This design comes from an exercise in tuning for small area, a short achievable clock period and few clock cycles per item on the open sky130 flow, not from production work. Only simulation tests tie the RTL to the original design; equivalence was not proved.

--- design/flow/flow/run.sh ---
#!/bin/bash
# The standard layout (standard.sh) with extra ORFS settings: port buffers
# made from sky130_fd_sc_hd__buf_1. ORFS writes each step's log under orfs/logs;
# make's own output goes to make.log.
set -euo pipefail
bash standard.sh 'BUFFER_PORTS_ARGS=-buffer_cell sky130_fd_sc_hd__buf_1' RECOVER_POWER=100 finish > make.log 2>&1
--- design/flow/standard.sh ---
#!/bin/bash
# synth_recipe.tcl (not shown) runs the flow's synth.tcl, then flattens the netlist and writes it again
# the make line also repeats each setting of config.mk as NAME=value (left out here)
make -C /OpenROAD-flow-scripts/flow DESIGN_CONFIG=/design/flow/config.mk WORK_HOME=/design/flow/orfs CLKGATE_MAP_FILE= SYNTH_SCRIPT=/design/flow/synth_recipe.tcl "${@:-finish}"
--- design/flow/config.mk ---
export PLATFORM = sky130hd
export DESIGN_NAME = cordic
export DESIGN_NICKNAME = cordic
export VERILOG_FILES = /design/flow/design.v
export SDC_FILE = /design/flow/constraint.sdc
export NUM_CORES = 4
export LEC_CHECK = 0
export ABC_AREA = 1
export CAP_MARGIN = 20
export CORE_MARGIN = 2
export CORE_UTILIZATION = 40
export SETUP_SLACK_MARGIN = 3.5
export SLEW_MARGIN = 20
--- design/flow/constraint.sdc ---
create_clock -name core_clock -period 7.0 [get_ports {clk}]
set_input_delay 1.4000 -clock core_clock [delete_from_list [all_inputs] [get_ports {clk}]]
set_output_delay 1.4000 -clock core_clock [all_outputs]
set_load 0.01 [all_outputs]
--- design/flow/design.v ---
module cordic(
    input wire [31:0]   angle,
    input wire [1:0]    opt,
    input wire          enable,
    input wire          reset,
    input wire          clk,
    output wire signed [31:0] sin_out,
    output wire signed [31:0] cos_out,
    output wire               done
);
    localparam [17:0] K  = 18'd39797;
    localparam [17:0] NK = -18'd39797;
    function [17:0] atan_table;
        input [3:0] n;
        case (n)
            4'd2:  atan_table = 18'd16055;
            4'd3:  atan_table = 18'd8145;
            4'd4:  atan_table = 18'd4090;
            4'd5:  atan_table = 18'd2045;
            4'd6:  atan_table = 18'd1023;
            4'd7:  atan_table = 18'd512;
            4'd8:  atan_table = 18'd256;
            4'd9:  atan_table = 18'd128;
            4'd10: atan_table = 18'd64;
            4'd11: atan_table = 18'd32;
            4'd12: atan_table = 18'd16;
            4'd13: atan_table = 18'd8;
            4'd14: atan_table = 18'd4;
            default: atan_table = 18'd2;
        endcase
    endfunction
    function [17:0] addsub;
        input [17:0] a, b;
        input        m;      
        reg [18:0] s;
        begin
            s = {a, 1'b1} + {b ^ {18{m}}, m};
            addsub = s[18:1];
        end
    endfunction
    reg signed [17:0] x, y;
    reg [17:0] z;
    reg [4:0]  n;                
    reg [3:0]  sx, sy;           
    reg        dx, dyn, dz;      
    reg        sat_r, neg_r;     
    reg        sin_en, cos_en;   
    wire done_r = n[4];
    wire run    = enable & ~done_r;
    wire first  = (n[3:0] == 4'd0);
    wire st1    = (n[3:0] == 4'd1);
    wire last   = (n[3:0] == 4'd15);
    wire runk   = run & ~first;
    wire [17:0] ys = y >>> sx;
    wire [17:0] xs = x >>> sy;
    wire [17:0] x_nx = addsub(x, ys, dx);
    wire [17:0] y_nx = addsub(y, xs, dyn);
    reg [17:0] zc01;
    always @* begin
        case ({neg_r, dz})
            2'b01:   zc01 = -18'd81857;
            2'b00:   zc01 = -18'd21087;
            2'b11:   zc01 =  18'd21087;
            default: zc01 =  18'd81857;
        endcase
    end
    wire [17:0] z_nx = addsub(z, st1 ? zc01 : atan_table(n[3:0]), dz & ~st1);
    wire signed [17:0] a18 = angle[17:0];
    wire d1 = angle[31] ? (a18 >= -18'sd51472) : (a18 >= 18'sd51472);
    wire angle_sat = ~((&angle[31:17]) | ~(|angle[31:17]));
    wire d_nx = first ? (angle_sat ? ~angle[31] : d1)
                      : (sat_r ? ~neg_r : ~z_nx[17]);
    always @(posedge clk) begin
        sat_r  <= angle_sat;
        neg_r  <= angle[31];
        sin_en <= ~opt[0];
        cos_en <= ~(opt[1] & opt[0]);
        if (run) begin
            z   <= first ? angle[17:0] : z_nx;
            dx  <= d_nx;
            dyn <= ~d_nx;
            dz  <= d_nx;
        end
    end
    always @(posedge clk or posedge reset) begin
        if (reset) begin
            x  <= K;
            y  <= 18'd0;
            n  <= 5'd0;
            sx <= 4'd0;
            sy <= 4'd0;
        end else if (run) begin
            if (!first) x <= (last & ~cos_en) ? 18'd0 : x_nx;
            y  <= first ? (angle[31] ? NK : K) :
                  (last & ~sin_en) ? 18'd0 : y_nx;
            n  <= n + 5'd1;
            sx <= n[3:0] + 4'd1;
            sy <= n[3:0] + 4'd1;
        end
    end
    assign done    = done_r;
    assign sin_out = {{14{y[17]}}, y};
    assign cos_out = {{14{x[17]}}, x};
endmodule
==> results.txt <==
==> cell type report <==
class / count / area (sq um) / share of cell area (%)
clock inverter: 7 / 93.84 / 1.015
clock buffer: 9 / 225.2 / 2.437
timing repair buffer: 154 / 837.1 / 9.058
timing repair inverter: 2 / 17.52 / 0.1895
multi-input combinational: 929 / 5580 / 60.38
inverter: 99 / 431.7 / 4.671
sequential: 65 / 1730 / 18.72
tap: 260 / 325.3 / 3.520
==> cells in the mapped netlist, types with 7 or more instances <==
cell type    n
or2_2        7
o21ai_1     17
buf_4       32
xor2_1      57
nor2_1      66
dfrtp_1     31
o211ai_1     9
xnor2_1     12
a21oi_1     89
nand2_2     11
nor4_1       7
o22ai_1      7
nand2_1    303
inv_1       88
buf_2        7
nand4_1      7
a22oi_1     12
o21ai_0    124
ha_1        61
edfxtp_1    20
nand3_1     63
nor3_1       8
dfstp_2     10
clkbuf_1    17
==> timing repair <==
item                       CTS  global route
setup endpoints to repair   51            35
pin swaps                    5            41
gates resized for setup     34           135
cloned                       1             2
setup buffers               13            35
==> final timing paths <==
kind                                       start                 to  depth (start not counted)
worst max-delay path                      enable   x[1]$_DFFE_PP0P_                         10
worst min register to register  n[4]$_DFFE_PP0P_   n[4]$_DFFE_PP0P_                          1
worst min-delay path            n[4]$_DFFE_PP0P_   n[4]$_DFFE_PP0P_                          1
max in group asynchronous                  reset   n[2]$_DFFE_PP0P_                          2
min in group asynchronous                  reset  y[13]$_DFFE_PP0P_                          2
worst max register to register  n[0]$_DFFE_PP0P_    z[16]$_DFFE_PP_                         19
==> cell families after synthesis <==
group	count (synthesis)	share of synthesized area, %
buf+inv	164	10.14
compound gates	304	22.34
xor+xnor	69	7.790
fa+ha+maj	61	9.839
mux	6	0.7742
simple gates	489	26.95
flops	65	22.16
==> metrics by stage <==
step	hold slack, ps	instance area, sq um
floorplan	493.4	7785
global placement	507.6	8110
detailed placement	517.4	8113
CTS	528.0	8661
global route	577.2	9241
finish	524.1	9241
==> critical path, cell delays in order <==
cell and delay, ps:
buf_1 60, inv_1 50, nor2_2 60, clkbuf_1 1370, clkinv_1 450, nor2_4 420
o21ai_0 460, clkinv_1 370, nand2_1 80, o21ai_0 170
==> flip-flops by register name, indices dropped and copies added (netlist names) <==
register / flops
x: 18
dyn: 1
cos_en: 1
n: 5
y: 18
neg_r: 1
dz: 1
z: 18
sin_en: 1
sat_r: 1
==> per-layer routing <==
layer	global-route usage (%)	vias up
met3	2.381	52
met2	39.46	295
li1	-	4119
met4	8.204	0
met5	0	-
met1	31.44	3788
==> results.txt <==
Die
The die width is 143.3 microns. The floorplan has 50 rows. The area of the core is ~19000 sq um. The starting density of the core is 41.06%. The die is approximately 140 microns tall. The I/O pin count is about 100. The die covers roughly 20000 sq um.

Clock network
The number of hold buffers added after CTS was 0. The TritonCTS clock tree is built. The cell at the root of the clock tree is clkbuf_16. The H-tree generated during clock tree synthesis spans 3 levels. In this run, CTS created clock tree buffers numbering 9. After clock tree synthesis, the clock-pin slew on the worst setup and hold paths is 60 ps. The longest clock path from root to sink contains 2 buffers. For the worst-skew pair, the clock arrives at the later sink with an insertion delay of 350 ps. The number of sinks driven by the clock tree is 65.

Synthesis
After technology mapping, the gate count stands at 1158. Synthesis instantiated 58 different standard cells from the library. nand2_1 takes more of the synthesized area than any other cell. The number of nets in the synthesized netlist is around 1300. The top flip-flop cell by instance count after synthesis is dfrtp_1. For this run, the number of Yosys warnings is 1. The share of Yosys cell area claimed by the top area cell type is around 15%. In this run, synthesis produced a sequential element count of between 60 and 70.

In this run, synthesis inferred 20 flip-flops with an integrated enable. The share of synthesized registers carrying an async set or reset is 63.08%. The register area share after synthesis is between 20% and 30%. Each instance of the synthesized netlist takes up on average approximately 6.7 sq um.

The synthesized netlist occupies a cell area of 7757 sq um. By area the synthesized netlist is led by nand2_1, dfrtp_1, ha_1.

Placement
The congestion estimate from routability-driven global placement came to about 1. After detailed placement, the design holds a cell count of between 1000 and 1500. At the placement stage, the worst setup path has a slack of roughly 2700 ps. The wire-length estimate of the detail-placed layout is 17.60 mm.

The number of I/O port buffers is a little over 100.

Timing
The relative max-transition margin is -36.97%. At the pin with the least slew margin, the transition time is around 2000 ps. The final clock period utilization by the worst path is roughly two thirds. The setup-violating endpoint count in the final report is 0. The final max-slew violation count is 74. Setup repair after global routing could not meet its margin everywhere. The final-report hold violation count was 0.

Derived from the worst setup path, the maximum achievable clock frequency is around 210 MHz. For the finished layout, the period the worst path requires is roughly 4700 ps. Setup slack closes at 2344 ps. The worst-case clock skew is ~5.7 ps. The sum of negative setup slack is 0 ps.

Layout
The layout net count is between 1000 and 1500. The leading cell type in the layout, fill and taps excluded is nand2_1. Leaving out fill and tap cells, the most frequent cells in the layout are nand2_1, buf_1, o21ai_0.

From synthesis to final layout, the design area changed by 19.13%. The share of cells above drive strength 1 is a little over an eighth. The utilization after layout is roughly half. 0 antenna diodes ended up in the layout. The filler-free cell count of the finished design is roughly 1500. The filler cells instantiated in the layout total 1998.

Worst setup path
For the worst setup path, the data required time is 7260 ps. The critical path in this run is classified as in -> reg. STA classifies the critical path startpoint as an input pin. The endpoint arrival time on the critical path is 4910 ps. Setup slack on the worst reg-to-reg path comes out at around 2500 ps. The kind of end point of the critical path is a register. Along the worst path, the maximum fanout reaches 31.

GRT
For this run the aggregate overflow at the end of global routing stands at 0. In the global route stage, overall resource usage came out at approximately a quarter. The number of global-route vias before repair was about 7500.

The largest net degree at the start of global routing is between 40 and 50. The number of antenna violations at the first check in global routing is 0. The global-route wire length before repair is 38.01 mm.

Drt
In the routed design, unresolved DRC markers number 0. The first TritonRoute pass finished after 5 iterations. The final layout contains routed wiring with a total length of approximately 25 mm. For this block, the initial DRC count from the detailed router was approximately 550. After detailed routing, the average wire length per cell comes to around 16 microns. For this block, wires on met1 add up to ~11 mm. The detailed router placed between 8000 and 9000 vias in this run.

The via-per-instance ratio is 5.412. The antenna violation net count after detailed routing is 0. The length of routed met2 wiring is around 12 mm. The routed design uses roughly 1.3 mm of met3 wire. The highest metal layer with signal wires is met4.

Run status
The run finished, with violations left. The reasons given for failing layout checks are capacitance limit, slew limit.

Hold path
The worst min-delay path class is reg -> reg.

Job
Across the run, the number of max-cap violations was 2.
Testbench counts, summed over its fixed seeds: cycles 43,200, items 2,400.

[separate check: timing with driven ports]
In the flow no input, the clock included, has a driving cell. The finished layout below was timed again as built, in two steps.
Step 1, drivers: a clkbuf_16 drives clk and a buf_2 each remaining input, both assumed.
Step 2 adds t to the input delays and takes it off the output delays; t is the mean of the earliest and latest rising clock arrival at the registers after step 1. Input paths then give back, and output paths get back, about the clock's delay inside the block.
a / b / c = ideal ports / drivers / drivers and shift; a / b = the first two.
t, ns: 0.393
setup WS [ns]: 2.344 / 2.364 / 1.971
pins driven straight from the clock port: 1
For this run, drivers alone change the setup slack by +0.020 ns; drivers and shift together by -0.373 ns.
